Background: an optimization exercise with open tools, aiming at small area. Do not read the settings as production practice. Where RTL was checked, it was by simulation tests only, not by an equivalence proof against the original. Only the layout flow was run in run 7; the RTL was not checked for function there. The clock port is modelled as an ideal driver; clocking choices that lean on that would not hold on a real chip. No activity file was given, so power comes from the tool's default toggle rates.

`flow/flow/abc/a2_ds2.abc`:
```
strash
&get -n
&deepsyn -I 10 -J 200 -S 2
&put
&get -n
&dch -f
&nf -a -R 1000
&put
topo
```
`flow/flow/abc/a4_nfE.abc`:
```
strash
&get -n
&deepsyn -I 4 -J 50
&put
&get -n
&dch -f
&nf -a -R 1000 -E 10
&put
topo
```
`flow/flow/abc/a3_mapa.abc`:
```
strash
&get -n
&deepsyn -I 4 -J 50
&put
dch -f
map -a
topo
```
`flow/flow/abc/a8_mapa3.abc`:
```
strash
&get -n
&deepsyn -I 4 -J 50
&put
dch -f
map -a
strash
dch -f
map -a
topo
```
`flow/flow/clkbufs.tcl`:
```
# Split the clock sinks into K groups by position and drive each group from
# its own clock buffer placed at the group's centroid; the clock port then
# feeds only these K buffers.
proc own_clock_buffers {K cell} {
  set block [ord::get_db_block]
  set dbu [$block getDbUnitsPerMicron]
  set sinks {}
  foreach pin [get_pins -of_objects [get_nets CLOCK_50_I]] {
    if {[get_property $pin direction] != "input"} { continue }
    set inst [[sta::sta_to_db_pin $pin] getInst]
    set b [$inst getBBox]
    lappend sinks [list [expr {([$b xMin] + [$b xMax]) / 2}] [expr {([$b yMin] + [$b yMax]) / 2}] $pin]
  }
  set n [llength $sinks]
  set xs [lsort -integer [lmap s $sinks {lindex $s 0}]]
  set ys [lsort -integer [lmap s $sinks {lindex $s 1}]]
  set axis [expr {([lindex $xs end] - [lindex $xs 0]) >= ([lindex $ys end] - [lindex $ys 0]) ? 0 : 1}]
  set sinks [lsort -integer -index $axis $sinks]
  for {set k 0} {$k < $K} {incr k} {
    set first [expr {$k * $n / $K}]
    set last [expr {($k + 1) * $n / $K - 1}]
    set grp [lrange $sinks $first $last]
    set sx 0; set sy 0; set pins {}
    foreach s $grp { incr sx [lindex $s 0]; incr sy [lindex $s 1]; lappend pins [lindex $s 2] }
    set cx [expr {double($sx) / [llength $grp] / $dbu}]
    set cy [expr {double($sy) / [llength $grp] / $dbu}]
    insert_buffer -buffer_cell $cell -net CLOCK_50_I -load_pins $pins \
      -location [list $cx $cy] -buffer_name clkbuf_own_$k -net_name clknet_own_$k
  }
}

# K and the buffer cell come from flow/clkbufs.txt
set own_clk_cfg [split [string trim [read [open $::env(OWN_FLOW_DIR)/clkbufs.txt]]]]
own_clock_buffers [lindex $own_clk_cfg 0] [lindex $own_clk_cfg 1]
```
`flow/flow/run.sh`:
```
#!/bin/bash
# Own layout flow: the standard ORFS flow (standard.sh) with changes that
# only affect how the layout is built, not what it is measured against:
#  * synthesis is the standard one (synth_recipe.tcl: same registers, names and
#    flip-flop cells), except that adders are not pre-mapped to ha/fa cells
#    and ABC maps the combinational logic with an area script.  Each script
#    in flow/abc/ is tried (in parallel, in scratch copies of the ORFS work
#    folder) and the one giving the smallest synthesised area is used for the
#    real run;
#  * port buffers are sky130_fd_sc_hd__buf_1, and buffers from synthesis are
#    removed at floorplan (REMOVE_ABC_BUFFERS);
#  * the clock: if flow/clkbufs.txt exists ("K cell"), just before CTS the
#    clock sinks are split by position into K groups, each driven by its own
#    clock buffer at the group's centroid (flow/clkbufs.tcl), and TritonCTS
#    then has nothing left to do; otherwise CTS runs with flow/cts_args.txt.
# Each tool's full output is kept in the ORFS logs and in the *.log files here.
set -euo pipefail
W=$(pwd)
F=$W/flow
cp standard.sh flow_standard_copy.log
export OWN_FLOW_DIR=$F
export BUFFER_PORTS_ARGS="-buffer_cell sky130_fd_sc_hd__buf_1"
# drop the buffers synthesis put between ports at floorplan, as the
# timing-driven placement would otherwise do
export REMOVE_ABC_BUFFERS=1
if [[ -f $F/clkbufs.txt ]]; then
  export PRE_CTS_TCL=$F/clkbufs.tcl
  export CTS_ARGS="-sink_clustering_enable -repair_clock_nets -dont_use_dummy_load"
else
  export CTS_ARGS="$(cat $F/cts_args.txt)"
fi

# synthesis scripts: synth_recipe.tcl with ORFS's synth.tcl replaced by a copy
# whose ABC step uses the given script
make_synth() {  # name abc-script
  sed -e "s|^source \$::env(SCRIPTS_DIR)/synth_preamble.tcl|&\nset abc_args [lreplace \$abc_args 1 1 $2]|" \
      "$FLOW_HOME/scripts/synth.tcl" > "$W/own_synth_core_$1.tcl"
  sed -e "s|\$::env(SCRIPTS_DIR)/synth.tcl|$W/own_synth_core_$1.tcl|" synth_recipe.tcl > "$W/own_synth_$1.tcl"
  grep -q "$2" "$W/own_synth_core_$1.tcl"
  grep -q "own_synth_core_$1" "$W/own_synth_$1.tcl"
}

names=()
for s in "$F"/abc/*.abc; do
  n=$(basename "$s" .abc)
  names+=("$n")
  make_synth "$n" "$s"
  sed -e "s|$W/orfs|$W/try_$n|g" standard.sh > "$W/try_$n.sh"
  grep -q "try_$n" "$W/try_$n.sh"
  bash "$W/try_$n.sh" SYNTH_SCRIPT="$W/own_synth_$n.tcl" ADDER_MAP_FILE= synth > "$W/try_$n.log" 2>&1 &
done
wait
best=""
best_area=""
for n in "${names[@]}"; do
  st=$(find "$W/try_$n" -name synth_stat.txt | head -1)
  a=$(grep -m1 "Chip area for module" "$st" | awk '{print $NF}' || true)
  echo "$n $a" >> "$W/synth_choice.log"
  cp "$(find "$W/try_$n" -name 1_2_yosys.log | head -1)" "$W/try_${n}_yosys.log" || true
  if [[ -n "$a" ]] && { [[ -z "$best_area" ]] || awk -v a="$a" -v b="$best_area" 'BEGIN{exit !(a < b)}'; }; then
    best=$n; best_area=$a
  fi
done
echo "chosen $best $best_area" >> "$W/synth_choice.log"
rm -rf "$W"/try_*/
test -n "$best"
bash standard.sh SYNTH_SCRIPT="$W/own_synth_$best.tcl" ADDER_MAP_FILE= finish > "$W/flow_make.log" 2>&1
test -f out/final.def
```
`flow/flow/clkbufs.txt`:
```
4 sky130_fd_sc_hd__clkbuf_4
```
`flow/standard.sh`:
```
#!/bin/bash
# synth_recipe.tcl (not shown) runs the flow's synth.tcl, then flattens the netlist and writes it again
# the make line also repeats each setting of config.mk as NAME=value (left out here)
make -C /OpenROAD-flow-scripts/flow DESIGN_CONFIG=/design/flow/config.mk WORK_HOME=/design/flow/orfs CLKGATE_MAP_FILE= SYNTH_SCRIPT=/design/flow/synth_recipe.tcl "${@:-finish}"
```
`flow/config.mk`:
```
export PLATFORM = sky130hd
export DESIGN_NAME = exercise2
export DESIGN_NICKNAME = exercise2
export VERILOG_FILES = /design/flow/design.v
export SDC_FILE = /design/flow/constraint.sdc
export NUM_CORES = 4
export LEC_CHECK = 0
export CAP_MARGIN = 20
export CORE_MARGIN = 2
export CORE_UTILIZATION = 60
export GPL_TIMING_DRIVEN = 0
export SLEW_MARGIN = 20
```
`flow/flow/abc/a5_nfp.abc`:
```
strash
&get -n
&deepsyn -I 4 -J 50
&put
&get -n
&dch -f
&nf -p -a -R 1000
&put
topo
```
`flow/flow/abc/a7_mapa2.abc`:
```
strash
&get -n
&deepsyn -I 4 -J 50
&put
dch
map -a
topo
```
`flow/flow/abc/a1_base.abc`:
```
strash
&get -n
&deepsyn -I 4 -J 50
&put
&get -n
&dch -f
&nf -a -R 1000
&put
topo
```
`flow/flow/abc/a6_amap.abc`:
```
strash
&get -n
&deepsyn -I 4 -J 50
&put
dch -f
amap
topo
```
`flow/constraint.sdc`:
```
create_clock -name core_clock -period 5.0 [get_ports {CLOCK_50_I}]
set_input_delay 1.0000 -clock core_clock [delete_from_list [all_inputs] [get_ports {CLOCK_50_I}]]
set_output_delay 1.0000 -clock core_clock [all_outputs]
set_load 0.01 [all_outputs]
```
`flow/flow/abc/a9_mapa5.abc`:
```
strash
&get -n
&deepsyn -I 10 -J 200 -S 2
&put
dch -f
map -a
topo
```
`flow/design.v`:
```
`timescale 1ns/100ps
`default_nettype none
module convert_hex_to_seven_segment (
	input logic [3:0] hex_value,
	output logic [6:0] converted_value
);
always_comb begin
	case(hex_value)
		4'h1: converted_value = 7'b1111001;
		4'h2: converted_value = 7'b0100100;
		4'h3: converted_value = 7'b0110000;
		4'h4: converted_value = 7'b0011001;
		4'h5: converted_value = 7'b0010010;
		4'h6: converted_value = 7'b0000010;
		4'h7: converted_value = 7'b1111000;
		4'h8: converted_value = 7'b0000000;
		4'h9: converted_value = 7'b0011000;
		4'ha: converted_value = 7'b0001000;
		4'hb: converted_value = 7'b0000011;
		4'hc: converted_value = 7'b1000110;
		4'hd: converted_value = 7'b0100001;
		4'he: converted_value = 7'b0000110;
		4'hf: converted_value = 7'b0001110;
		4'h0: converted_value = 7'b1000000;
	endcase
end
endmodule
`timescale 1ns/100ps
`default_nettype none
module exercise2 (
		input logic CLOCK_50_I,
		input logic[3:0] PUSH_BUTTON_I,
		input logic[17:0] SWITCH_I,
		output logic[13:0] SEVEN_SEGMENT_N_O,
		output logic[8:0] LED_GREEN_O
);
localparam logic [15:0] LO_F = 16'd40290;    
localparam logic [5:0]  LO_RESET = 6'd34;
localparam logic [15:0] HI_F = 16'd14790;    
localparam logic [6:0]  HI_RESET = 7'd33;
logic resetn;
logic [5:0] lo;
logic [6:0] hi;
logic [3:0] deb [3:0];
logic [3:0] led_green;
logic [3:0] units;
logic [2:0] tens;
logic stop_count, direction;
logic sample_tick, event_slot, count_tick;
logic [3:0] press;
logic at59, at00, at_limit;
assign resetn = ~SWITCH_I[17];
assign sample_tick = (lo & 6'b101011) == 6'b000000;
assign event_slot  = (lo & 6'b101110) == 6'b000000;
assign count_tick  = ((lo & 6'b111010) == 6'b000000) && ((hi & 7'b1111010) == 7'b0110000);
always_ff @ (posedge CLOCK_50_I or negedge resetn) begin
	if (resetn == 1'b0) begin
		lo <= LO_RESET;
		hi <= HI_RESET;
	end else begin
		lo <= {lo[4:0], LO_F[{lo[5], lo[3], lo[1], lo[0]}]};
		if (sample_tick)
			hi <= {hi[5:0], HI_F[{hi[6], hi[4], hi[1], hi[0]}]};
	end
end
genvar gi;
generate
for (gi = 0; gi < 4; gi = gi + 1) begin : g_deb
	logic [3:0] q, n;
	logic s;
	assign q = deb[gi];
	assign s = ~PUSH_BUTTON_I[gi];
	assign n[0] = s | (q[0] & ~q[2] & q[3]) | (~q[0] & q[1] & ~q[3]) | (~q[0] & ~q[1] & q[2] & q[3]);
	assign n[1] = s | q[0];
	assign n[2] = s | q[1];
	assign n[3] = q[2] | (s & (q[3] | q[0]));
	always_ff @ (posedge CLOCK_50_I or negedge resetn) begin
		if (resetn == 1'b0)
			deb[gi] <= 4'b0000;
		else if (sample_tick)
			deb[gi] <= n;
	end
	assign press[gi] = event_slot && (q[0] & q[2] & ~q[3]);    
end
endgenerate
assign at59 = tens_is_last && units_is_last;
assign at00 = tens_is_first && units_is_first;
assign at_limit = (at59 && !direction) || (at00 && direction);
always_ff @ (posedge CLOCK_50_I or negedge resetn) begin
	if (resetn == 1'b0) begin
		led_green <= 4'h0;
		stop_count <= 1'b0;
		direction <= 1'b0;
	end else begin
		led_green <= led_green ^ press;
		if (press[0])
			stop_count <= ~stop_count;
		else if (at_limit)
			stop_count <= 1'b1;
		if (press[0] && at_limit)
			direction <= ~direction;
		if (!(at59 || at00)) begin
			if (press[2])
				direction <= 1'b1;
			else if (press[1])
				direction <= 1'b0;
		end
	end
end
logic [3:0] units_next;
logic [2:0] tens_next;
logic units_wrap, tens_wrap, units_is_first, units_is_last, tens_is_first, tens_is_last;
logic [6:0] units_seg, tens_seg;
assign units_next[0] = (~units[0]);
assign units_next[1] = (units[0] & units[1] & direction) | (~units[0] & units[1] & ~direction) | (~units[0] & ~units[1] & ~units[2] & direction) | (units[0] & ~units[1] & ~units[3] & ~direction);
assign units_next[2] = (~units[0] & units[2] & ~direction) | (units[0] & units[2] & direction) | (units[0] & ~units[1] & ~units[2] & ~direction) | (~units[0] & units[3] & direction) | (~units[0] & units[1] & ~units[2] & direction);
assign units_next[3] = (~units[0] & units[3] & ~direction) | (units[0] & units[3] & direction) | (~units[0] & ~units[1] & units[2] & direction) | (units[0] & units[1] & units[2] & ~direction);
assign units_wrap = (units[0] & units[3] & ~direction) | (~units[0] & ~units[1] & units[2] & direction);
assign units_seg[0] = (units[0] & ~units[1] & units[2]) | (~units[0] & ~units[1] & ~units[2] & ~units[3]);
assign units_seg[1] = (~units[0] & units[1] & units[2]) | (units[0] & ~units[1] & ~units[2] & ~units[3]);
assign units_seg[2] = (~units[0] & units[1] & ~units[2]);
assign units_seg[3] = (units[0] & units[2]) | (units[0] & units[3]) | (~units[0] & ~units[1] & ~units[2] & ~units[3]);
assign units_seg[4] = (units[0]) | (~units[1] & ~units[2] & ~units[3]);
assign units_seg[5] = (units[1] & ~units[2]) | (units[0] & units[2]);
assign units_seg[6] = (~units[1] & units[2]) | (units[0] & units[2]);
assign units_is_first = (~units[0] & ~units[1] & units[2]);
assign units_is_last = (units[0] & units[3]);
assign tens_next[0] = (~tens[0]);
assign tens_next[1] = (tens[2] & direction) | (~tens[1] & ~tens[2] & ~direction);
assign tens_next[2] = (tens[1] & ~direction) | (~tens[1] & ~tens[2] & direction);
assign tens_wrap = (~tens[0] & tens[1] & direction) | (tens[0] & ~tens[1] & ~tens[2] & ~direction);
assign tens_seg[0] = (tens[2]);
assign tens_seg[1] = (tens[0] & ~tens[1] & ~tens[2]);
assign tens_seg[2] = (~tens[0] & ~tens[1] & ~tens[2]);
assign tens_seg[3] = (tens[2]);
assign tens_seg[4] = (tens[0]) | (tens[2]);
assign tens_seg[5] = (tens[0] & tens[2]) | (tens[0] & tens[1]) | (~tens[0] & ~tens[1] & ~tens[2]);
assign tens_seg[6] = (~tens[0] & tens[1]) | (tens[0] & tens[2]);
assign tens_is_first = (~tens[0] & tens[1]);
assign tens_is_last = (tens[0] & ~tens[1] & ~tens[2]);
always_ff @ (posedge CLOCK_50_I or negedge resetn) begin
	if (resetn == 1'b0) begin
		units <= 4'd4;    
		tens <= 3'd2;     
	end else if (count_tick && !stop_count) begin
		units <= units_next;
		if (units_wrap)
			tens <= tens_next;
	end
end
assign SEVEN_SEGMENT_N_O[6:0]  = units_seg;
assign SEVEN_SEGMENT_N_O[13:7] = tens_seg;
assign LED_GREEN_O = {1'b0,
						~PUSH_BUTTON_I[3], led_green[3],
						~PUSH_BUTTON_I[2], led_green[2],
						~PUSH_BUTTON_I[1], led_green[1],
						~PUSH_BUTTON_I[0], led_green[0]};
endmodule
```
==> summary.txt, run 1 <==
Outcome
  • Status: timing/DRC/antenna clean

Clock network
  • Clock latency (worst-skew pair): 0.17 ns
  • CTS clk-pin slew, worst paths: 0.11 ns
  • CTS Hold Bufs: 0
  • Post-CTS setup buffers: 0
  • PostCTS Resize Cnt: 0

Pwr
  • Clock Power Share: 0.207
  • Part of the power in combinational logic: 0.132
  • Leakage: between 0.8 and 0.9 nW
  • Sequential power share: 0.661
  • P_int: 440.6 uW
  • Power, Total: just under 600 uW
  • Sw frac: 0.2612
  • Cell Pwr Density: between 200 and 300 nW/um^2
  • Peak VDD IR: 186.5 uV
  • NetSw: 155.8 uW

Die
  • Die area: 3661 um^2
  • Die width: about 61 um
  • Num ports: 46
  • Die H: roughly 61 um
  • Initial core utilization: 0.6275
  • Rows: 20
  • Core ar.: 3053 um^2

Yosys
  • Synthesis-stage register bit count: 42
  • Mean Syn Cell Area: 9.254 um^2
  • Mapped cell area: 1916 um^2
  • Top post-synthesis cells by area: dfrtp_1 47%, dfstp_2 8.2%, clkinv_1 6.9%, a21oi_1 6.8%, xor2_1 4.6%
  • Yosys cell types: 20
  • Mapped Cells: 207
  • Sequential area share after synthesis: 0.5526
  • Largest area contributor in the netlist: dfrtp_1
  • Area share of the largest cell type after synthesis: 0.4703
  • Yosys Warn Count: 2

Place
  • Post-DP HPWL: 2473 um
  • Port Buffers: 27
  • Routability congestion estimate from global placement: ~0.74

Cells and area
  • Area growth from synthesis to layout: 6.662%
  • End-of-flow core utilization: 0.6693
  • Final net count: 255
  • Ratio of cells with drive above 1 in the final layout: 0.04783
  • # diodes: 0

Critical path
  • Worst path required time: roughly 5.1 ns
  • Setup crit end kind: register
  • CP startpoint kind: register
  • Critical path peak fanout: 22
  • Reg2reg start: lo[3]
  • WP data arrival: around 3.0 ns
  • CP startpoint: lo[3]
  • Worst setup path class: reg2reg

Drt
  • Routed Antenna Nets: 0
  • WL/cell: 12.26 um
  • Post-Route WL: 3359 um
  • DRT iter0 DRCs: 78
  • Pre-Repair DR Iteration Count: 4
  • Drt drc: 0
  • Via density: 5.383
  • Vias: roughly 1500

STA
  • Final period util: 0.5893
  • Hold violation count in the final report: 0
  • Clock Skews: 0.007198 ns
  • TNS Setup: 0 ns
  • Minimum clock period: a little under 3 ns
  • Achievable Freq: around 0.34 GHz
  • Relative slew slack: 0.4084
  • Worst-Margin Slew: between 0.8 and 0.9 ns
  • Count of final setup violators: 0
  • RSZ-0062 raised after global routing: no
  • Slew Limit Fails: 0

GRT
  • GRT Util Overall: 0.1902
  • Vias in the first global route: 1324
  • Total gr overflow: 0
  • Pin count of the biggest net entering global routing: 43
  • First-pass GRT wire length: between 5000 and 6000 um
  • Initial antenna violation count: 0

Flow run
  • Max-cap violations: 0

Min path
  • Hold path start: lo[2]
  • Hold Path Class: reg2reg
final timing paths:
kind / depth (start not counted) / slack, ns / to
max: 7 / 2.05 / deb[2][3]
min: 0 / 0.39 / lo[3]
max reg2reg: 7 / 2.05 / deb[2][3]
min reg2reg: 0 / 0.39 / lo[3]
max in group asynchronous: 2 / 3.68 / lo[4]
min in group asynchronous: 2 / 0.89 / deb[3][0]
cells by family (layout without fill, tap and decap cells):
group	after synthesis	count (layout)	share of synthesized area
AO/OA/AOI/OAI	61	61	0.1816
AND/OR/NAND/NOR	47	47	0.1045
buffers and inverters	43	66	0.09994
flip-flops	42	42	0.5526
XOR/XNOR	13	13	0.05944
other	1	1	0.001958
critical path: stages, from the launching register on:
cell	delay, ns
dfrtp_1	0.41
nor3_1	0.27
clkinv_1	0.13
nor2_1	0.66
clkinv_1	0.75
nor2_1	0.37
o21ai_0	0.14
o21a_1	0.12
area by class of cell, clock buffers not listed:
type | count | area (um^2)
Fill cell | 262 | 1010
Inverter | 35 | 132.6
Sequential cell | 42 | 1059
Timing Repair Buffer | 27 | 101.3
Multi-Input combinational cell | 122 | 665.6
Tap cell | 44 | 55.05
power groups by stage:
stage	registers [mW]	logic, mW	clock network, mW
after floorplan	0.405	0.0479	0
after global placement	0.399	0.0771	0
after detailed placement	0.401	0.0796	0
after CTS	0.401	0.0804	0.0891
after global routing	0.400	0.0899	0.136
final	0.394	0.0789	0.123
cells in the final DEF, fill, tap and decap left out:
master,count
dfrtp_1,36
clkinv_1,34
buf_1,27
a21oi_1,26
nor2_1,21
o21ai_0,15
nand2_1,13
xor2_1,10
a22oi_1,9
o22ai_1,6
dfstp_2,6
nor3_1,4
nor4_1,4
clkbuf_4,4
xnor2_1,3
nand3_1,3
o21a_1,3
nand4_1,2
a211oi_1,1
o211ai_1,1
clkinv_2,1
conb_1,1
flip-flops by register name (all words and copies together) (netlist names):
register / count
led_green: 4
units: 4
deb: 16
hi: 7
stop_count: 1
tens: 3
lo: 6
direction: 1
metal layers:
layer / track usage / wire [um] / up-vias
li1: - / - / 733
met1: 0.2605 / 1545 / 706
met2: 0.3478 / 1660 / 32
met3: 0.01279 / 115 / 4
met4: 0.01863 / 38 / 0
met5: 0 / 0 / -
per-stage QoR:
step / instances / worst slack [ns] / hold slack, ns / instance area, um^2
5_1_grt: 274 / 1.597 / 0.4101 / 2043
6_report: 274 / 2.054 / 0.3918 / 2043
3_5_place_dp: 270 / 2.060 / 0.3718 / 2013
4_1_cts: 274 / 2.045 / 0.3671 / 2043
3_3_place_gp: 270 / 2.055 / 0.3584 / 2012
2_1_floorplan: 199 / 2.655 / 0.3543 / 1856
cell usage after synthesis:
cell	count
clkinv_1	35
xor2_1	10
a21oi_1	26
conb_1	1
nor3_1	4
nand3_1	3
nand2_1	13
o211ai_1	1
a22oi_1	9
a211oi_1	1
nor2_1	21
o21ai_0	15
o22ai_1	6
o21a_1	3
dfstp_2	6
nor4_1	4
buf_4	8
dfrtp_1	36
xnor2_1	3
nand4_1	2
==> inputs of run 2 (changes only) <==
removed: flow/flow/abc/a6_amap.abc
removed: flow/flow/abc/a7_mapa2.abc
removed: flow/flow/abc/a8_mapa3.abc
removed: flow/flow/abc/a9_mapa5.abc
==> summary.txt, run 2 <==
Pwr
  • Sequential power share: 0.663
  • Leakage: 0.8162 nW
  • P_int: about 440 uW
  • Peak VDD IR: ~150 uV
  • Clock Power Share: 0.203
  • Sw frac: 0.2599
  • Cell Pwr Density: 288.4 nW/um^2
  • NetSw: between 150 and 200 uW
  • Part of the power in combinational logic: 0.134

Cells and area
  • FILL cells: 273
  • Largest regs: deb: 16 flops, hi: 7 flops, lo: 6 flops
  • Ratio of cells with drive above 1 in the final layout: 0.04741
  • Area growth from synthesis to layout: 6.602%
  • Most common cell after layout, fill and taps aside: clkinv_1
  • Final net count: 257
  • # diodes: 0
  • Area of the multi-input gates: between 600 and 700 um^2
  • Commonest cells after routing, fill and taps aside: 37 x clkinv_1, 36 x dfrtp_1, 27 x buf_1
  • Most flops, register: deb
  • Final instance area: between 2000 and 2500 um^2
  • Non-Filler Instances: roughly 280
  • End-of-flow core utilization: 0.6750
  • Max reg flops: 16
  • Register area: 1059 um^2

Drt
  • Pre-Repair DR Iteration Count: 4
  • Drt drc: 0
  • Via density: 5.355
  • Routed Antenna Nets: 0
  • WL/cell: 12.50 um
  • Vias: about 1500
  • Post-Route WL: between 3000 and 4000 um
  • DRT iter0 DRCs: 132

Yosys
  • Post-synth top cells: 38 x clkinv_1, 36 x dfrtp_1, 23 x a21oi_1, 20 x nor2_1, 17 x o21ai_0
  • Synthesis-stage register bit count: 42
  • Sequential area share after synthesis: 0.5476
  • Most common cell in the netlist: clkinv_1
  • Mean Syn Cell Area: around 9 um^2
  • Largest area contributor in the netlist: dfrtp_1
  • Ys async rst share: 1.000
  • Mapped Cells: between 200 and 250
  • Post-synth EDFFs: 0
  • Yosys Warn Count: 2
  • Area share of the largest cell type after synthesis: 0.4660
  • Mapped cell area: slightly below 2000 um^2
  • Yosys cell types: 21
  • Top post-synthesis cells by area: dfrtp_1 47%, dfstp_2 8.2%, clkinv_1 7.4%, a21oi_1 6.0%, xor2_1 5.0%
  • Post-synth top flop: dfrtp_1

Clock network
  • Post-CTS setup buffers: 0
  • CTS Hold Bufs: 0
  • Clock latency (worst-skew pair): 0.17 ns
  • PostCTS Resize Cnt: 0
  • CTS clk-pin slew, worst paths: 0.10 ns

STA
  • Post-route worst setup slack: 1.903 ns
  • Achievable Freq: 0.3229 GHz
  • Slew Limit Fails: 0
  • Final period util: 0.6194
  • Worst-Margin Slew: 0.9696 ns
  • Relative slew slack: 0.3512
  • RSZ-0062 raised after global routing: no
  • Count of final setup violators: 0
  • Minimum clock period: 3.097 ns
  • TNS Setup: 0 ns
  • Clock Skews: ~0.013 ns
  • Hold violation count in the final report: 0

Die
  • Initial core utilization: 0.6332
  • Die width: ~61 um
  • Die H: 60.76 um
  • Rows: 20
  • Num ports: 46
  • Core ar.: a little over 3000 um^2
  • Die area: 3692 um^2

GRT
  • GRT Util Overall: 0.2005
  • Total gr overflow: 0
  • First-pass GRT wire length: 5727 um
  • Initial antenna violation count: 0
  • Pin count of the biggest net entering global routing: 43
  • Vias in the first global route: 1308

Place
  • Post-DP HPWL: 2504 um
  • Routability congestion estimate from global placement: 0.7611
  • Port Buffers: 27
  • Placed insts: 272
  • Post-DP Area: 2031 um^2
  • Place WS: 1.914 ns

Critical path
  • Worst setup path class: reg2reg
  • CP startpoint kind: register
  • Critical path peak fanout: 21
  • Setup crit end kind: register
  • Worst path required time: 5.07 ns
  • WP data arrival: roughly 3.2 ns
  • R2R depth: 7

Min path
  • WHS Path Cells: 0
  • Hold Path Class: reg2reg

Flow run
  • Max-cap violations: 0

Outcome
  • Status: timing/DRC/antenna clean
run 2: power by group through the flow:
| stage | Sequential, mW | Clock, mW | Combinational (mW) |
|---|---|---|---|
| after floorplan | 0.404 | 0 | 0.0477 |
| after global placement | 0.399 | 0 | 0.0769 |
| after detailed placement | 0.401 | 0 | 0.0809 |
| after CTS | 0.401 | 0.0891 | 0.0812 |
| after global routing | 0.399 | 0.138 | 0.0916 |
| final | 0.394 | 0.121 | 0.0795 |
run 2: cell type report, clock buffers not listed:
| class | instances | share of cell area |
|---|---|---|
| multi-input combinational | 121 | 0.3260 |
| tap | 44 | 0.02672 |
| timing repair buffer | 27 | 0.04918 |
| inverter | 38 | 0.06982 |
| sequential | 42 | 0.5137 |
run 2: per-layer routing:
metal	wire length (um)	track usage	vias up
li1	-	-	748
met4	0	0.01863	0
met2	1691	0.3548	32
met3	141	0.01279	0
met1	1618	0.2851	698
met5	0	0	-
run 2: cells by family (layout without fill, tap and decap cells):
group,after synthesis,in the layout,share of synthesized area
other cells,1,1,0.001940
buf+inv,46,69,0.1049
xor+xnor,13,13,0.05890
flops,42,42,0.5476
compound gates,62,62,0.1864
simple gates,45,45,0.1003
run 2: stage by stage:
step | total power [mW] | hold slack, ns
finish | 0.5944 | 0.3971
floorplan | 0.4519 | 0.3543
detailed placement | 0.4816 | 0.3745
CTS | 0.5717 | 0.3829
global route | 0.6282 | 0.4182
global placement | 0.4757 | 0.3690
run 2: final timing paths:
kind,startpoint,to,slack (ns)
setup / recovery,lo[3],deb[1][3],1.90
hold / removal,lo[4],lo[5],0.40
setup reg to reg,lo[3],deb[1][3],1.90
hold reg to reg,lo[4],lo[5],0.40
max in group asynchronous,SWITCH_I[17],deb[3][1],3.70
min in group asynchronous,SWITCH_I[17],lo[0],0.88
run 2: worst max-delay path, cell delays in order, from the launching register on:
cell      delay [ns]
dfrtp_1         0.41
nor3_1          0.30
clkinv_1        0.13
nor2_1          0.75
clkinv_1        0.77
nor2_1          0.38
o21ai_0         0.14
o21a_1          0.12
==> inputs of run 3 (changes only) <==
--- a/flow/design.v
+++ b/flow/design.v
@@ -70,17 +70,17 @@
 	logic s;
 	assign q = deb[gi];
 	assign s = ~PUSH_BUTTON_I[gi];
-	assign n[0] = s | (q[0] & ~q[2] & q[3]) | (~q[0] & q[1] & ~q[3]) | (~q[0] & ~q[1] & q[2] & q[3]);
+	assign n[0] = s | (q[3] & q[2] & ~(q[1] & q[0]));
 	assign n[1] = s | q[0];
 	assign n[2] = s | q[1];
-	assign n[3] = q[2] | (s & (q[3] | q[0]));
+	assign n[3] = q[2] | (s & (q[3] | q[1]));
 	always_ff @ (posedge CLOCK_50_I or negedge resetn) begin
 		if (resetn == 1'b0)
 			deb[gi] <= 4'b0000;
 		else if (sample_tick)
 			deb[gi] <= n;
 	end
-	assign press[gi] = event_slot && (q[0] & q[2] & ~q[3]);    
+	assign press[gi] = event_slot && (q[0] & ~q[3]);    
 end
 endgenerate
 assign at59 = tens_is_last && units_is_last;
==> flow/flow/abc/a6_amap.abc (new file) <==
strash
&get -n
&deepsyn -I 4 -J 50
&put
dch -f
amap
topo
==> flow/flow/abc/a7_mapa2.abc (new file) <==
strash
&get -n
&deepsyn -I 4 -J 50
&put
dch
map -a
topo
==> flow/flow/abc/a8_mapa3.abc (new file) <==
strash
&get -n
&deepsyn -I 4 -J 50
&put
dch -f
map -a
strash
dch -f
map -a
topo
==> flow/flow/abc/a9_mapa5.abc (new file) <==
strash
&get -n
&deepsyn -I 10 -J 200 -S 2
&put
dch -f
map -a
topo
==> summary.txt, run 3 <==
Pwr
  • Cell Pwr Density: 300.7 nW/um^2
  • Sw frac: 0.2618
  • Sequential power share: 0.662
  • Part of the power in combinational logic: 0.134
  • Clock Power Share: 0.204
  • Peak VDD IR: between 150 and 200 uV
  • NetSw: 155.3 uW
  • P_int: 437.9 uW
  • Leakage: 0.7899 nW

Cells and area
  • Most flops, register: deb
  • Area of the multi-input gates: 620.6 um^2
  • Non-Filler Instances: 252
  • Max reg flops: 16
  • Commonest cells after routing, fill and taps aside: 36 x dfrtp_1, 29 x clkinv_1, 27 x buf_1
  • Largest regs: deb: 16 flops, hi: 7 flops, lo: 6 flops
  • Area growth from synthesis to layout: 6.554%
  • FILL cells: 257
  • # diodes: 0
  • Ratio of cells with drive above 1 in the final layout: 0.05479
  • Register area: 1059 um^2
  • Most common cell after layout, fill and taps aside: dfrtp_1
  • Final net count: 244

Yosys
  • Post-synth top flop: dfrtp_1
  • Sequential area share after synthesis: 0.5716
  • Most common cell in the netlist: dfrtp_1
  • Post-synth top cells: 36 x dfrtp_1, 30 x clkinv_1, 24 x nor2_1, 20 x a21oi_1, 13 x nand2_1
  • Mean Syn Cell Area: around 9.5 um^2
  • Ys async rst share: 1.000
  • Top post-synthesis cells by area: dfrtp_1 49%, dfstp_2 8.5%, clkinv_1 6.1%, a21oi_1 5.4%, nor2_1 4.9%
  • Mapped Cells: 195
  • Yosys Warn Count: 2
  • Largest area contributor in the netlist: dfrtp_1
  • Yosys cell types: 23
  • Area share of the largest cell type after synthesis: 0.4865
  • Post-synth EDFFs: 0
  • Synthesis-stage register bit count: 42
  • Mapped cell area: 1852 um^2

STA
  • TNS Setup: 0 ns
  • Minimum clock period: around 2.9 ns
  • Achievable Freq: ~0.35 GHz
  • Clock Skews: roughly 0.015 ns
  • RSZ-0062 raised after global routing: no
  • Worst-Margin Slew: roughly 0.69 ns
  • Final period util: 0.5729
  • Relative slew slack: 0.5370
  • Hold violation count in the final report: 0
  • Count of final setup violators: 0
  • Slew Limit Fails: 0

Die
  • Die H: 59.56 um
  • Die area: 3547 um^2
  • Num ports: 46
  • Initial core utilization: 0.6167
  • Rows: 20
  • Die width: 59.56 um
  • Core ar.: approximately 3000 um^2

Clock network
  • CTS clk-pin slew, worst paths: between 0.1 and 0.15 ns
  • Post-CTS setup buffers: 0
  • CTS Hold Bufs: 0
  • PostCTS Resize Cnt: 0
  • Clock latency (worst-skew pair): 0.17 ns

Critical path
  • Worst setup path class: reg2out
  • Worst path required time: around 4 ns
  • WP data arrival: between 1.5 and 2 ns
  • CP startpoint kind: register
  • Setup crit end kind: output pin
  • Critical path peak fanout: 6

GRT
  • Vias in the first global route: 1376
  • First-pass GRT wire length: 5885 um
  • Total gr overflow: 0
  • Pin count of the biggest net entering global routing: 43
  • Initial antenna violation count: 0
  • GRT Util Overall: 0.2060

Drt
  • Pre-Repair DR Iteration Count: 4
  • Via density: ~5.7
  • DRT iter0 DRCs: about 110
  • Post-Route WL: roughly 3400 um
  • Drt drc: 0
  • WL/cell: 13.56 um
  • Vias: 1436
  • Routed Antenna Nets: 0

Min path
  • Hold Path Class: reg2reg

Place
  • Post-DP HPWL: approximately 2500 um
  • Placed insts: 248
  • Routability congestion estimate from global placement: 0.7561
  • Port Buffers: 27

Flow run
  • Max-cap violations: 0

Outcome
  • Status: timing/DRC/antenna clean
## run 3: kinds of logic after synthesis
kind of cell / count (synthesis) / synth area share
AOI/OAI and AO/OA: 60 / 0.2041
and+or+nand+nor: 53 / 0.1243
DFF: 42 / 0.5716
buffers and inverters: 38 / 0.09325
xor gates and xnor gates: 1 / 0.004731
other: 1 / 0.002025
## run 3: final timing paths
check,from,to,slack (ns),cells after the start
worst max-delay path,units[2],SEVEN_SEGMENT_N_O[1],2.14,6
worst min-delay path,lo[4],lo[5],0.39,0
worst max register to register,lo[3],deb[2][0],2.35,8
worst min register to register,lo[4],lo[5],0.39,0
max in group asynchronous,SWITCH_I[17],hi[2],3.69,2
min in group asynchronous,SWITCH_I[17],stop_count,0.88,2
## run 3: through the flow
stage	power, mW	utilization	hold WS [ns]	setup slack (ns)	cell area [um^2]
floorplan	0.4503	-	0.3467	2.435	1792
global placement	0.4739	0.6442	0.3625	1.822	1934
detailed placement	0.4807	0.6471	0.3639	2.368	1943
CTS	0.5702	0.6571	0.3716	2.361	1973
global route	0.6290	0.6571	0.4217	1.961	1973
finish	0.5933	0.6571	0.3866	2.136	1973
## run 3: power by group through the flow
stage	Combinational, mW	Clock (mW)	Sequential, mW
floorplan	0.0500	0	0.400
global placement	0.0769	0	0.397
detailed placement	0.0812	0	0.399
CTS	0.0815	0.0891	0.400
global route	0.0908	0.140	0.398
finish	0.0795	0.121	0.393
## run 3: final cells by class, clock buffers not listed
| class | instances | share of cell area |
|---|---|---|
| Inverter | 30 | 0.05770 |
| Multi-Input combinational cell | 115 | 0.3145 |
| Sequential cell | 42 | 0.5365 |
| Tap cell | 33 | 0.02093 |
| Timing Repair Buffer | 28 | 0.05517 |
## run 3: critical path: stages (launching register included)
cell and delay, ns:
dfstp_2 0.58, clkinv_1 0.13, nor2_1 0.32, clkinv_1 0.16, o22ai_1 0.29, nor2_1 0.09, buf_1 0.13
## run 3: metal layers
metal | global-route usage | share of wire
met5 | 0 | 0
met4 | 0.01905 | 0.0041
met3 | 0.01092 | 0.029
met2 | 0.3846 | 0.50
met1 | 0.2740 | 0.46
==> inputs of run 4 (changes only) <==
==> flow/flow/abc/b1_amap3.abc (new file) <==
strash
&get -n
&deepsyn -I 10 -J 200 -S 2
&put
dch -f
amap
topo
==> flow/flow/abc/b2_amap4.abc (new file) <==
strash
&get -n
&deepsyn -I 4 -J 50
&put
dch -f
amap -m
topo
==> flow/flow/abc/b3_amap6.abc (new file) <==
strash
&get -n
&deepsyn -I 4 -J 50
&put
dch -f
amap -F 100 -A 50
topo
==> flow/flow/abc/b4_amap11.abc (new file) <==
strash
&get -n
&deepsyn -I 10 -J 200 -S 4
&put
dch -f
amap
topo
==> flow/flow/abc/b5_amap9.abc (new file) <==
strash
&get -n
&deepsyn -I 10 -J 200 -S 2
&put
dch -f
amap -m
topo
removed: flow/flow/abc/a2_ds2.abc
removed: flow/flow/abc/a5_nfp.abc
removed: flow/flow/abc/a8_mapa3.abc
removed: flow/flow/abc/a9_mapa5.abc
==> summary.txt, run 4 <==
Outcome
  • Status: timing/DRC/antenna clean

Place
  • Routability congestion estimate from global placement: ~0.78
  • Port Buffers: 27
  • Post-DP HPWL: 2295 um

Drt
  • Post-Route WL: 3170 um
  • Routed Antenna Nets: 0
  • Via density: 5.562
  • DRT iter0 DRCs: 91
  • Pre-Repair DR Iteration Count: 4
  • Drt drc: 0
  • Vias: 1385
  • WL/cell: 12.73 um

STA
  • Hold violation count in the final report: 0
  • Minimum clock period: about 2.9 ns
  • Achievable Freq: 0.3431 GHz
  • Count of final setup violators: 0
  • Final period util: 0.5829
  • TNS Setup: 0 ns
  • Clock Skews: about 0.012 ns
  • RSZ-0062 raised after global routing: no
  • Slew Limit Fails: 0
  • Relative slew slack: 0.4639
  • Worst-Margin Slew: between 0.8 and 0.9 ns
  • Hold_ws: between 0.3 and 0.4 ns

Critical path
  • Critical path peak fanout: 11
  • Worst path required time: 4.00 ns
  • Worst setup path class: reg2out
  • CP startpoint kind: register
  • Setup crit end kind: output pin
  • WP data arrival: 1.91 ns

Yosys
  • Synthesis-stage register bit count: 42
  • Ys async rst share: 1.000
  • Post-synth top flop: dfrtp_1
  • Post-synth EDFFs: 0
  • Most common cell in the netlist: dfrtp_1
  • Mean Syn Cell Area: 9.549 um^2
  • Top post-synthesis cells by area: dfrtp_1 49%, dfstp_2 8.6%, clkinv_1 5.7%, o22a_1 5.2%, a21oi_1 5.2%
  • Yosys Warn Count: 2
  • Post-synth top cells: 36 x dfrtp_1, 28 x clkinv_1, 24 x nor2_1, 19 x a21oi_1, 12 x nand2_1
  • Yosys cell types: 23
  • Sequential area share after synthesis: 0.5743
  • Largest area contributor in the netlist: dfrtp_1
  • Mapped Cells: approximately 190
  • Area share of the largest cell type after synthesis: 0.4888
  • Mapped cell area: roughly 1800 um^2

Clock network
  • PostCTS Resize Cnt: 0
  • Clock latency (worst-skew pair): 0.17 ns
  • Post-CTS setup buffers: 0
  • CTS Hold Bufs: 0
  • CTS clk-pin slew, worst paths: 0.11 ns

Die
  • Initial core utilization: 0.6189
  • Core ar.: 2978 um^2
  • Num ports: 46
  • Die area: 3531 um^2
  • Rows: 20
  • Die H: 59.42 um
  • Die width: approximately 59 um

Cells and area
  • FILL cells: roughly 270
  • Commonest cells after routing, fill and taps aside: 36 x dfrtp_1, 27 x clkinv_1, 27 x buf_1
  • Final net count: 241
  • Ratio of cells with drive above 1 in the final layout: 0.05556
  • # diodes: 0
  • Area growth from synthesis to layout: 6.314%
  • Most common cell after layout, fill and taps aside: dfrtp_1
  • Most flops, register: deb
  • Largest regs: deb: 16 flops, hi: 7 flops, lo: 6 flops
  • Max reg flops: 16

Pwr
  • Leakage: 0.7848 nW
  • Cell Pwr Density: 300.6 nW/um^2
  • Sequential power share: 0.663
  • Clock Power Share: 0.202
  • Peak VDD IR: 173.7 uV
  • P_int: 438.0 uW
  • NetSw: 151.0 uW
  • Part of the power in combinational logic: 0.135
  • Sw frac: 0.2563

GRT
  • First-pass GRT wire length: 5437 um
  • Total gr overflow: 0
  • GRT Util Overall: 0.1953
  • Pin count of the biggest net entering global routing: 43
  • Initial antenna violation count: 0
  • Vias in the first global route: 1303

Flow run
  • Max-cap violations: 0

Min path
  • Hold Path Class: reg2reg
[run 4: worst paths after layout]
path | cells after the start | end | slack [ns] | startpoint
max | 7 | SEVEN_SEGMENT_N_O[3] | 2.09 | units[0]
min | 0 | lo[5] | 0.39 | lo[4]
max reg2reg | 7 | deb[1][0] | 2.20 | lo[3]
min reg2reg | 0 | lo[5] | 0.39 | lo[4]
max in group asynchronous | 2 | tens[2] | 3.69 | SWITCH_I[17]
min in group asynchronous | 2 | units[3] | 0.88 | SWITCH_I[17]
[run 4: per-stage QoR]
step	util	cell area (um^2)	setup WS [ns]	instances	power [mW]
2_1_floorplan	-	1783	2.190	185	0.4505
3_3_place_gp	0.6466	1926	1.768	245	0.4736
3_5_place_dp	0.6479	1929	2.227	245	0.4783
4_1_cts	0.6580	1959	2.209	249	0.5676
5_1_grt	0.6580	1959	1.840	249	0.6209
6_report	0.6580	1959	2.086	249	0.5890
[run 4: power groups by stage]
stage	Clock [mW]	Combinational, mW	Sequential (mW)
after floorplan	0	0.0506	0.400
after global placement	0	0.0779	0.396
after detailed placement	0	0.0804	0.398
after CTS	0.0891	0.0806	0.398
after global routing	0.135	0.0906	0.396
final	0.119	0.0793	0.391
[run 4: layout make-up, clock buffers not listed]
cell class | instances | area [um^2] | area share
flip-flops and latches | 42 | 1059 | 0.5402
repair buffers | 27 | 101.3 | 0.05172
multi-input cells | 115 | 621.8 | 0.3174
well taps | 33 | 41.29 | 0.02107
inverters | 28 | 106.4 | 0.05428
[run 4: cell families (layout without fill, tap and decap cells)]
| group | count (synthesis) | after routing | share of synthesized area |
|---|---|---|---|
| AO/OA/AOI/OAI | 61 | 61 | 0.2084 |
| AND/OR/NAND/NOR | 52 | 52 | 0.1208 |
| flip-flops | 42 | 42 | 0.5743 |
| buffers and inverters | 36 | 59 | 0.08961 |
| other | 1 | 1 | 0.002035 |
| XOR/XNOR | 1 | 1 | 0.004753 |
[run 4: routing by layer]
| metal | vias to the layer above | part of all wire | wire, um | global-route usage |
|---|---|---|---|---|
| li1 | 711 | - | - | - |
| met2 | 27 | 0.47 | 1477 | 0.3532 |
| met5 | - | 0 | 0 | 0 |
| met4 | 0 | 0.018 | 56 | 0.03571 |
| met3 | 5 | 0.030 | 96 | 0.01092 |
| met1 | 642 | 0.49 | 1540 | 0.2609 |
[run 4: critical path: stages, from the launching register on]
cell,delay [ns]
dfrtp_1,0.55
clkinv_1,0.19
o22ai_1,0.25
o21bai_1,0.13
nor3_1,0.20
or2_0,0.16
o21a_1,0.12
buf_1,0.15
==> inputs of run 5 (changes only) <==
--- a/flow/design.v
+++ b/flow/design.v
@@ -34,33 +34,34 @@
 		output logic[13:0] SEVEN_SEGMENT_N_O,
 		output logic[8:0] LED_GREEN_O
 );
-localparam logic [15:0] LO_F = 16'd40290;    
-localparam logic [5:0]  LO_RESET = 6'd34;
-localparam logic [15:0] HI_F = 16'd14790;    
-localparam logic [6:0]  HI_RESET = 7'd33;
+localparam logic [15:0] LO_F = 16'd25500;    
+localparam logic [6:0]  LO_RESET = 7'd10;
+localparam logic [15:0] HI_F = 16'd14662;    
+localparam logic [5:0]  HI_RESET = 6'd1;
 logic resetn;
-logic [5:0] lo;
-logic [6:0] hi;
+logic [6:0] lo;
+logic [5:0] hi;
 logic [3:0] deb [3:0];
 logic [3:0] led_green;
 logic [3:0] units;
 logic [2:0] tens;
 logic stop_count, direction;
-logic sample_tick, event_slot, count_tick;
+logic sample_tick, event_slot, lo_slot1, count_tick;
 logic [3:0] press;
 logic at59, at00, at_limit;
 assign resetn = ~SWITCH_I[17];
-assign sample_tick = (lo & 6'b101011) == 6'b000000;
-assign event_slot  = (lo & 6'b101110) == 6'b000000;
-assign count_tick  = ((lo & 6'b111010) == 6'b000000) && ((hi & 7'b1111010) == 7'b0110000);
+assign sample_tick = (lo & 7'b0111101) == 7'b0110100;
+assign event_slot  = (lo & 7'b1110101) == 7'b1010000;
+assign lo_slot1    = (lo & 7'b1011101) == 7'b0010100;
+assign count_tick  = lo_slot1 && ((hi & 6'b010111) == 6'b010111);
 always_ff @ (posedge CLOCK_50_I or negedge resetn) begin
 	if (resetn == 1'b0) begin
 		lo <= LO_RESET;
 		hi <= HI_RESET;
 	end else begin
-		lo <= {lo[4:0], LO_F[{lo[5], lo[3], lo[1], lo[0]}]};
-		if (sample_tick)
-			hi <= {hi[5:0], HI_F[{hi[6], hi[4], hi[1], hi[0]}]};
+		lo <= {lo[5:0], LO_F[{lo[6], lo[5], lo[4], lo[1]}]};
+		if (lo_slot1)
+			hi <= {hi[4:0], HI_F[{hi[5], hi[4], hi[1], hi[0]}]};
 	end
 end
 genvar gi;
==> summary.txt, run 5 <==
Clock network
  • CTS clk-pin slew, worst paths: 0.10 ns
  • Post-CTS setup buffers: 0
  • Clock latency (worst-skew pair): 0.17 ns
  • PostCTS Resize Cnt: 0
  • CTS Hold Bufs: 0

Die
  • Initial core utilization: 0.6160
  • Rows: 20
  • Core ar.: about 3000 um^2
  • Num ports: 46
  • Die width: between 50 and 60 um
  • Die area: approximately 3500 um^2
  • Die H: between 50 and 60 um

STA
  • Post-route worst setup slack: about 2.2 ns
  • Relative slew slack: 0.5058
  • Hold_ws: 0.4043 ns
  • TNS Setup: 0 ns
  • Slew Limit Fails: 0
  • Final period util: 0.5521
  • Count of final setup violators: 0
  • Hold violation count in the final report: 0
  • Worst-Margin Slew: 0.7405 ns
  • Minimum clock period: 2.761 ns
  • RSZ-0062 raised after global routing: no
  • Clock Skews: 0.01283 ns
  • Achievable Freq: 0.3622 GHz

Cells and area
  • Most common cell after layout, fill and taps aside: dfrtp_1
  • End-of-flow core utilization: 0.6550
  • Final net count: 230
  • Max reg flops: 16
  • Ratio of cells with drive above 1 in the final layout: 0.05366
  • Non-Filler Instances: 238
  • Commonest cells after routing, fill and taps aside: 37 x dfrtp_1, 27 x buf_1, 22 x nor2_1
  • Most flops, register: deb
  • # diodes: 0
  • Final instance area: 1951 um^2
  • Largest regs: deb: 16 flops, lo: 7 flops, hi: 6 flops
  • Area growth from synthesis to layout: 6.344%

Place
  • Post-DP Area: 1918 um^2
  • Placed insts: 234
  • Post-DP HPWL: around 2200 um
  • Place WS: 2.469 ns
  • Routability congestion estimate from global placement: 0.7803
  • Port Buffers: 27

Critical path
  • Top Family by Delay on Critical Path: compound AO/OA/AOI/OAI gates
  • Critical path peak fanout: 8
  • Worst stage delay on the critical path: between 0.4 and 0.5 ns
  • Worst path required time: 4.00 ns
  • Setup crit end kind: output pin
  • CP startpoint kind: register
  • Critical-path top delay cell: dfrtp_1
  • Worst setup path class: reg2out
  • WP data arrival: 1.76 ns
  • Worst Path Buf+Inv: 2
  • Cell Chain, Critical Path: clkinv_1, o22ai_1, a21oi_1, nor2_1, nor2_1, a21oi_1, buf_1

Yosys
  • Yosys Warn Count: 2
  • Post-synth top cells: 37 x dfrtp_1, 23 x nor2_1, 20 x clkinv_1, 18 x o22a_1, 16 x a21oi_1
  • Post-synth EDFFs: 0
  • Largest area contributor in the netlist: dfrtp_1
  • Area share of the largest cell type after synthesis: 0.5048
  • Sequential area share after synthesis: 0.5764
  • Post-synth top flop: dfrtp_1
  • Synthesis-stage register bit count: 42
  • Yosys cell types: 23
  • Mapped Cells: between 150 and 200
  • Top post-synthesis cells by area: dfrtp_1 50%, o22a_1 8.6%, dfstp_2 7.2%, nor2_1 4.7%, a21oi_1 4.4%
  • Most common cell in the netlist: dfrtp_1
  • Mapped cell area: 1834 um^2
  • Ys async rst share: 1.000
  • Mean Syn Cell Area: 10.08 um^2

GRT
  • Initial antenna violation count: 0
  • GRT Util Overall: 0.1836
  • First-pass GRT wire length: about 5200 um
  • Vias in the first global route: ~1200
  • Pin count of the biggest net entering global routing: 43
  • Total gr overflow: 0

Drt
  • Post-Route WL: 3032 um
  • Routed Antenna Nets: 0
  • Drt drc: 0
  • Pre-Repair DR Iteration Count: 4
  • WL/cell: around 13 um
  • DRT iter0 DRCs: 90
  • Vias: between 1000 and 1500
  • Via density: approximately 5.7

Outcome
  • Status: timing/DRC/antenna clean

Pwr
  • Leakage: about 0.9 nW
  • Peak VDD IR: 161.4 uV
  • Cell Pwr Density: about 240 nW/um^2
  • Power, Total: 470.0 uW

Min path
  • Hold Path Class: reg2reg

Flow run
  • Max-cap violations: 0
[run 5: cell count changes after synthesis, sizes merged, moves of 2 or more]
cell / previous run / this run
clkinv: 28 / 20
nor3: 9 / 5
a22oi: 2 / 0
nor3b: 0 / 4
o22a: 11 / 18
a21oi: 19 / 16
or2: 2 / 0
or3: 2 / 0
a31oi: 4 / 1
a32o: 0 / 2
[run 5: layout make-up, clock buffers not listed]
class	instances	area, um^2
Timing Repair Buffer	27	101.3
Tap cell	33	41.29
Sequential cell	42	1057
Fill cell	254	1027
Inverter	20	76.32
Multi-Input combinational cell	112	644.4
[run 5: layer usage]
layer | vias to the layer above | share of wire | GRT usage
met5 | - | 0 | 0
met4 | 0 | 0.0059 | 0.01948
li1 | 692 | - | -
met3 | 2 | 0.029 | 0.008734
met1 | 648 | 0.48 | 0.2619
met2 | 21 | 0.49 | 0.3218
[run 5: power breakdown]
group | internal [mW] | total (mW) | switching [mW]
Sequential | 0.340 | 0.340 | 0
Clock | 0.0384 | 0.119 | 0.0808
Combinational | 0.00191 | 0.0110 | 0.00909
[run 5: cells by family (layout without fill, tap and decap cells)]
family,count (synthesis),after routing,synth area share
AO/OA/AOI/OAI,61,61,0.2258
AND/OR/NAND/NOR,49,49,0.1166
flip-flops,42,42,0.5764
buffers and inverters,28,51,0.07367
other,1,1,0.002044
multiplexers,1,1,0.005457
[run 5: worst paths after layout]
check / cells after the start / end / slack [ns] / start
setup / recovery: 7 / SEVEN_SEGMENT_N_O[3] / 2.24 / units[0]
hold / removal: 0 / lo[3] / 0.40 / lo[2]
setup reg to reg: 12 / tens[1] / 2.65 / lo[0]
hold reg to reg: 0 / lo[3] / 0.40 / lo[2]
max in group asynchronous: 2 / units[0] / 3.70 / SWITCH_I[17]
min in group asynchronous: 2 / lo[6] / 0.88 / SWITCH_I[17]
==> inputs of run 6 (changes only) <==
==> flow/flow/abc/a2_ds2.abc (new file) <==
strash
&get -n
&deepsyn -I 10 -J 200 -S 2
&put
&get -n
&dch -f
&nf -a -R 1000
&put
topo
==> flow/flow/abc/a5_nfp.abc (new file) <==
strash
&get -n
&deepsyn -I 4 -J 50
&put
&get -n
&dch -f
&nf -p -a -R 1000
&put
topo
==> flow/flow/abc/a8_mapa3.abc (new file) <==
strash
&get -n
&deepsyn -I 4 -J 50
&put
dch -f
map -a
strash
dch -f
map -a
topo
==> flow/flow/abc/a9_mapa5.abc (new file) <==
strash
&get -n
&deepsyn -I 10 -J 200 -S 2
&put
dch -f
map -a
topo
removed: flow/flow/abc/b1_amap3.abc
removed: flow/flow/abc/b2_amap4.abc
removed: flow/flow/abc/b3_amap6.abc
removed: flow/flow/abc/b4_amap11.abc
removed: flow/flow/abc/b5_amap9.abc
==> summary.txt, run 6 <==
Outcome
  • Status: timing/DRC/antenna clean

GRT
  • GRT Util Overall: 0.1930
  • Initial antenna violation count: 0
  • Pin count of the biggest net entering global routing: 43
  • First-pass GRT wire length: 5506 um
  • Vias in the first global route: 1309
  • Total gr overflow: 0

Die
  • Die area: 3562 um^2
  • Rows: 20
  • Core ar.: approximately 3000 um^2
  • Die width: 59.69 um
  • Initial core utilization: 0.6196
  • Num ports: 46
  • Die H: 59.69 um

STA
  • Clock Skews: 0.009921 ns
  • Hold violation count in the final report: 0
  • Count of final setup violators: 0
  • RSZ-0062 raised after global routing: no
  • Final period util: 0.5151
  • Relative slew slack: 0.5078
  • Achievable Freq: about 0.39 GHz
  • TNS Setup: 0 ns
  • Minimum clock period: 2.576 ns
  • Slew Limit Fails: 0
  • Worst-Margin Slew: 0.7375 ns

Cells and area
  • Largest regs: deb: 16 flops, lo: 7 flops, hi: 6 flops
  • Most common cell after layout, fill and taps aside: dfrtp_1
  • Max reg flops: 16
  • Commonest cells after routing, fill and taps aside: 37 x dfrtp_1, 30 x nor2_1, 27 x buf_1
  • Most flops, register: deb
  • Area growth from synthesis to layout: 6.254%
  • # diodes: 0
  • Final net count: 236
  • Ratio of cells with drive above 1 in the final layout: 0.05213

Min path
  • Hold Path Class: reg2reg

Yosys
  • Mean Syn Cell Area: 9.896 um^2
  • Mapped cell area: between 1500 and 2000 um^2
  • Yosys Warn Count: 2
  • Mapped Cells: 188
  • Sequential area share after synthesis: 0.5683
  • Post-synth top flop: dfrtp_1
  • Post-synth EDFFs: 0
  • Yosys cell types: 27
  • Post-synth top cells: 37 x dfrtp_1, 31 x nor2_1, 24 x clkinv_1, 17 x o22a_1
  • Synthesis-stage register bit count: 42
  • Top post-synthesis cells by area: dfrtp_1 50%, o22a_1 8.0%, dfstp_2 7.1%, nor2_1 6.3%, clkinv_1 4.8%
  • Largest area contributor in the netlist: dfrtp_1
  • Ys async rst share: 1.000
  • Most common cell in the netlist: dfrtp_1
  • Area share of the largest cell type after synthesis: 0.4976

Drt
  • Drt drc: 0
  • WL/cell: 13.24 um
  • Pre-Repair DR Iteration Count: 4
  • Post-Route WL: 3231 um
  • Vias: 1429
  • Via density: 5.857
  • Routed Antenna Nets: 0
  • DRT iter0 DRCs: 61

Flow run
  • Max-cap violations: 0

Clock network
  • Post-CTS setup buffers: 0
  • CTS Hold Bufs: 0
  • Clock latency (worst-skew pair): 0.17 ns
  • CTS clk-pin slew, worst paths: about 0.11 ns
  • PostCTS Resize Cnt: 0

Critical path
  • R2R setup slack: approximately 2.6 ns
  • Critical-path top delay cell: dfrtp_1
  • CP startpoint kind: register
  • Worst setup path class: reg2out
  • Top Family by Delay on Critical Path: flip-flops
  • Worst stage delay on the critical path: 0.45 ns
  • Setup crit end kind: output pin
  • WP data arrival: roughly 1.6 ns
  • Worst path required time: 4.00 ns
  • Worst Path Buf+Inv: 2
  • Cell Chain, Critical Path: clkinv_1, nor3_1, o21bai_1, a31o_1, nor3_1, buf_1
  • CP most frequent cell: nor3_1
  • Critical path peak fanout: 6

Place
  • Routability congestion estimate from global placement: 0.8128
  • Post-DP HPWL: between 2000 and 2500 um
  • Port Buffers: 27

Pwr
  • Peak VDD IR: 126.1 uV
  • Leakage: 0.8880 nW
  • Cell Pwr Density: ~240 nW/um^2
  • Power, Total: roughly 470 uW
==> run 6: cell count changes after synthesis, moves of 3 or more <==
cell / previous run / this run
a211oi_1: 0 / 3
a21oi_1: 16 / 11
nor2_1: 23 / 31
clkinv_1: 20 / 24
==> run 6: final timing paths <==
check / depth (start not counted) / from / to
min: 0 / lo[2] / lo[3]
min in group asynchronous: 2 / SWITCH_I[17] / lo[6]
min reg2reg: 0 / lo[2] / lo[3]
max: 6 / units[1] / SEVEN_SEGMENT_N_O[0]
max in group asynchronous: 2 / SWITCH_I[17] / lo[2]
max reg2reg: 11 / lo[0] / tens[2]
==> run 6: stage by stage <==
step | cell area (um^2) | std cells | setup slack, ns | hold slack [ns] | utilization
2_1_floorplan | 1800 | 180 | 2.734 | 0.3669 | -
3_3_place_gp | 1943 | 240 | 2.722 | 0.3810 | 0.6471
3_5_place_dp | 1944 | 240 | 2.631 | 0.3838 | 0.6475
4_1_cts | 1974 | 244 | 2.627 | 0.3929 | 0.6575
5_1_grt | 1977 | 244 | 2.304 | 0.4145 | 0.6583
6_report | 1977 | 244 | 2.424 | 0.3992 | 0.6583
==> run 6: kinds of logic after synthesis <==
| family | Yosys count | synth area share |
|---|---|---|
| AOI/OAI and AO/OA | 60 | 0.2266 |
| buffers and inverters | 32 | 0.08070 |
| DFF | 42 | 0.5683 |
| other | 1 | 0.002016 |
| and+or+nand+nor | 53 | 0.1224 |
==> run 6: cell type report, clock buffers not listed <==
class / instances / area, um^2
Timing Repair Buffer: 27 / 101.3
Fill cell: 264 / 1026
Inverter: 24 / 91.34
Tap cell: 33 / 41.29
Multi-Input combinational cell: 114 / 655.6
Sequential cell: 42 / 1057
==> run 6: where the power goes <==
group / switching, mW / internal, mW
Sequential: 0 / 0.340
Combinational: 0.00928 / 0.00191
Clock: 0.0825 / 0.0384
Total: 0.0918 / 0.380
==> run 6: per-layer routing <==
metal	global-route usage	part of all wire
met5	0	0
met4	0.02540	0.011
met3	0.01082	0.032
met2	0.3261	0.48
met1	0.2847	0.48
==> run 6: worst reg2reg max path, delay by kind of cell (launching register included) <==
family                 cells  cell delay, ns
DFF                        1            0.40
buffers and inverters      3            0.30
and+or+nand+nor            5            0.91
AOI/OAI and AO/OA          3            0.66
==> inputs of run 7 (changes only) <==
--- a/flow/design.v
+++ b/flow/design.v
@@ -71,17 +71,17 @@
 	logic s;
 	assign q = deb[gi];
 	assign s = ~PUSH_BUTTON_I[gi];
-	assign n[0] = s | (q[3] & q[2] & ~(q[1] & q[0]));
+	assign n[0] = s | (q[0] & ~q[2] & q[3]) | (~q[0] & q[1] & ~q[3]) | (~q[0] & ~q[1] & q[2] & q[3]);
 	assign n[1] = s | q[0];
 	assign n[2] = s | q[1];
-	assign n[3] = q[2] | (s & (q[3] | q[1]));
+	assign n[3] = q[2] | (s & (q[3] | q[0]));
 	always_ff @ (posedge CLOCK_50_I or negedge resetn) begin
 		if (resetn == 1'b0)
 			deb[gi] <= 4'b0000;
 		else if (sample_tick)
 			deb[gi] <= n;
 	end
-	assign press[gi] = event_slot && (q[0] & ~q[3]);    
+	assign press[gi] = event_slot && (q[0] & q[2] & ~q[3]);    
 end
 endgenerate
 assign at59 = tens_is_last && units_is_last;
==> summary.txt, run 7 <==
Yosys
  • Largest area contributor in the netlist: dfrtp_1
  • Synthesis-stage register bit count: 42
  • Post-synth EDFFs: 0
  • Mean Syn Cell Area: 8.663 um^2
  • Yosys cell types: 25
  • Post-synth top cells: 40 x clkinv_1, 40 x nor2_1, 37 x dfrtp_1, 25 x a21oi_1, 14 x o21ai_0
  • Ys async rst share: 1.000
  • Post-synth top flop: dfrtp_1
  • Yosys Warn Count: 2
  • Area share of the largest cell type after synthesis: 0.4771
  • Sequential area share after synthesis: 0.5448
  • Mapped Cells: ~220
  • Mapped cell area: between 1500 and 2000 um^2
  • Top post-synthesis cells by area: dfrtp_1 48%, clkinv_1 7.7%, nor2_1 7.7%, dfstp_2 6.8%, a21oi_1 6.4%

Pwr
  • Sequential power share: 0.716
  • Sw frac: 0.1984
  • Part of the power in combinational logic: 0.032
  • P_int: 382.9 uW
  • Clock Power Share: 0.252
  • Leakage: just over 0.8 nW
  • Peak VDD IR: 107.0 uV
  • NetSw: 94.79 uW
  • Cell Pwr Density: 231.0 nW/um^2

Critical path
  • Critical path peak fanout: 7
  • CP startpoint kind: register
  • Worst path required time: between 5 and 6 ns
  • Top Family by Delay on Critical Path: simple AND/OR/NAND/NOR gates
  • Critical-path top delay cell: dfrtp_1
  • CP startpoint: lo[0]
  • Worst stage delay on the critical path: a little over 0.4 ns
  • CP most frequent cell: clkinv_1
  • Worst Path Buf+Inv: 4
  • Worst setup path class: reg2reg
  • WP data arrival: 2.80 ns
  • Cell Chain, Critical Path: nor2_1, nand3_1, nor2_1, clkinv_1, nor2_1, nand4_1, clkinv_1, o221ai_1, clkinv_1, o21ai_0, clkinv_1, o21ai_0, a31oi_1, a21oi_1
  • Reg2reg start: lo[0]
  • Setup crit end kind: register

Die
  • Core ar.: slightly above 3000 um^2
  • Rows: 20
  • Num ports: 46
  • Die H: roughly 61 um
  • Die area: 3705 um^2
  • Die width: 60.87 um
  • Initial core utilization: 0.6357

Cells and area
  • # diodes: 0
  • Commonest cells after routing, fill and taps aside: 40 x nor2_1, 39 x clkinv_1, 37 x dfrtp_1
  • FILL cells: around 280
  • Largest regs: deb: 16 flops, lo: 7 flops, hi: 6 flops
  • Max reg flops: 16
  • Final net count: 272
  • Non-Filler Instances: 291
  • Ratio of cells with drive above 1 in the final layout: 0.04049
  • Area growth from synthesis to layout: 6.576%
  • Most common cell after layout, fill and taps aside: nor2_1
  • Most flops, register: deb

Place
  • Port Buffers: 27
  • Place WS: 2.377 ns
  • Routability congestion estimate from global placement: between 0.7 and 0.8
  • Placed insts: 287
  • Post-DP HPWL: 2576 um

GRT
  • Total gr overflow: 0
  • Pin count of the biggest net entering global routing: 43
  • GRT Util Overall: 0.1932
  • Initial antenna violation count: 0
  • Vias in the first global route: 1315
  • First-pass GRT wire length: between 5000 and 6000 um

STA
  • Clock Skews: between 0.009 and 0.01 ns
  • Worst-Margin Slew: 0.9892 ns
  • RSZ-0062 raised after global routing: no
  • Relative slew slack: 0.3345
  • Slew Limit Fails: 0
  • Hold violation count in the final report: 0
  • Post-route worst setup slack: approximately 2.3 ns
  • Count of final setup violators: 0
  • TNS Setup: 0 ns
  • Final period util: 0.5397
  • Achievable Freq: 0.3706 GHz
  • Minimum clock period: 2.699 ns

Outcome
  • Status: timing/DRC/antenna clean

Drt
  • Vias: 1558
  • Pre-Repair DR Iteration Count: 4
  • WL/cell: 11.78 um
  • Routed Antenna Nets: 0
  • Post-Route WL: 3427 um
  • Via density: approximately 5.4
  • DRT iter0 DRCs: roughly 110
  • Drt drc: 0

Clock network
  • Clock latency (worst-skew pair): 0.17 ns
  • PostCTS Resize Cnt: 0
  • CTS clk-pin slew, worst paths: between 0.1 and 0.15 ns
  • CTS Hold Bufs: 0
  • Post-CTS setup buffers: 0

Flow run
  • Max-cap violations: 0

Min path
  • Hold path start: lo[1]
  • Hold Path Class: reg2reg
-- run 7: changes by cell type after synthesis, sizes merged, moves of 2 or more --
cell,change
o22a,-17
clkinv,+16
a21oi,+14
nor2,+9
o21ai,+7
nor3b,-4
o21a,-4
o22ai,+4
a22oi,+3
nor4,+3
nor3,+2
o32ai,-2
-- run 7: kinds of logic (layout without fill, tap and decap cells) --
group           Yosys count  in the layout  synth area share
compound gates           66             66            0.1986
buf+inv                  48             71            0.1083
flops                    42             42            0.5448
other cells               1              1          0.001932
simple gates             67             67            0.1464
-- run 7: metrics by stage --
step	area (um^2)	hold slack [ns]	util	total power [mW]
global placement	2037	0.3769	0.6672	0.3640
detailed placement	2038	0.3886	0.6676	0.3647
CTS	2068	0.3957	0.6775	0.4537
global route	2068	0.4151	0.6775	0.4978
finish	2068	0.4085	0.6775	0.4777
floorplan	1881	0.3669	-	0.3592
-- run 7: worst paths after layout --
| check | end | slack (ns) | cells past startpoint |
|---|---|---|---|
| min in group asynchronous | hi[3] | 0.88 | 2 |
| worst max register to register | tens[1] | 2.30 | 14 |
| max in group asynchronous | led_green[3] | 3.70 | 2 |
| worst max-delay path | tens[1] | 2.30 | 14 |
| worst min register to register | lo[2] | 0.41 | 0 |
| worst min-delay path | lo[2] | 0.41 | 0 |
-- run 7: final cells by class, clock buffers not listed --
cell class | instances | area, um^2 | share of cell area
timing repair buffer | 27 | 101.3 | 0.04900
multi-input combinational | 134 | 673.1 | 0.3255
sequential | 42 | 1057 | 0.5112
inverter | 40 | 151.4 | 0.07320
tap | 44 | 55.05 | 0.02662
-- run 7: worst register-to-register path: stages (launching register included) --
cell	delay, ns
dfrtp_1	0.41
nor2_1	0.11
nand3_1	0.12
nor2_1	0.34
clkinv_1	0.26
nor2_1	0.19
nand4_1	0.16
clkinv_1	0.09
o221ai_1	0.24
clkinv_1	0.12
o21ai_0	0.15
clkinv_1	0.13
o21ai_0	0.11
a31oi_1	0.16
a21oi_1	0.06
-- run 7: power by group through the flow --
stage / Sequential [mW] / Clock (mW) / Combinational [mW]
after floorplan: 0.348 / 0 / 0.0107
after global placement: 0.349 / 0 / 0.0154
after detailed placement: 0.349 / 0 / 0.0161
after CTS: 0.349 / 0.0891 / 0.0161
after global routing: 0.343 / 0.137 / 0.0182
final: 0.342 / 0.120 / 0.0154
-- run 7: metal layers --
layer  wire (um)  GRT usage
met1        1616     0.2643
met2        1672     0.3487
met3          90   0.008529
met4          47    0.03106
met5           0          0

## what the ideal ports hide
The flow's constraints put no driver on any port. The routed layouts listed below were extracted and timed again, unchanged, in two steps.
Step 1: set_driving_cell puts a clkbuf_16 on CLOCK_50_I and a buf_2 on each other input, an assumption about the parent block.
Step 2 adds t to the input delays and takes it off the output delays; t is the mean of the earliest and latest rising clock arrival at the registers after step 1. Input paths then give back, and output paths get back, about the clock's delay inside the block.
Slacks: ideal ports / drivers / drivers and shift; pairs: ideal ports / drivers.
| run | t, ns | slack for setup (ns) | hold slack, ns | slew at the worst register clock pin (ns) |
|---|---|---|---|---|
| run 1 | 0.205 | 2.054 / 2.054 / 2.054 | 0.392 / 0.392 / 0.392 | 0.11 / 0.11 |
| run 2 | 0.200 | 1.903 / 1.903 / 1.903 | 0.397 / 0.397 / 0.397 | 0.11 / 0.11 |
| run 3 | 0.203 | 2.136 / 2.097 / 2.300 | 0.387 / 0.387 / 0.387 | 0.12 / 0.12 |
| run 4 | 0.201 | 2.086 / 2.048 / 2.199 | 0.393 / 0.393 / 0.393 | 0.11 / 0.11 |
| run 5 | 0.203 | 2.239 / 2.200 / 2.403 | 0.404 / 0.404 / 0.404 | 0.11 / 0.11 |
| run 6 | 0.202 | 2.424 / 2.386 / 2.587 | 0.399 / 0.399 / 0.399 | 0.11 / 0.11 |
| run 7 | 0.199 | 2.301 / 2.302 / 2.302 | 0.408 / 0.408 / 0.408 | 0.11 / 0.11 |
After both steps every run listed still meets setup and hold.
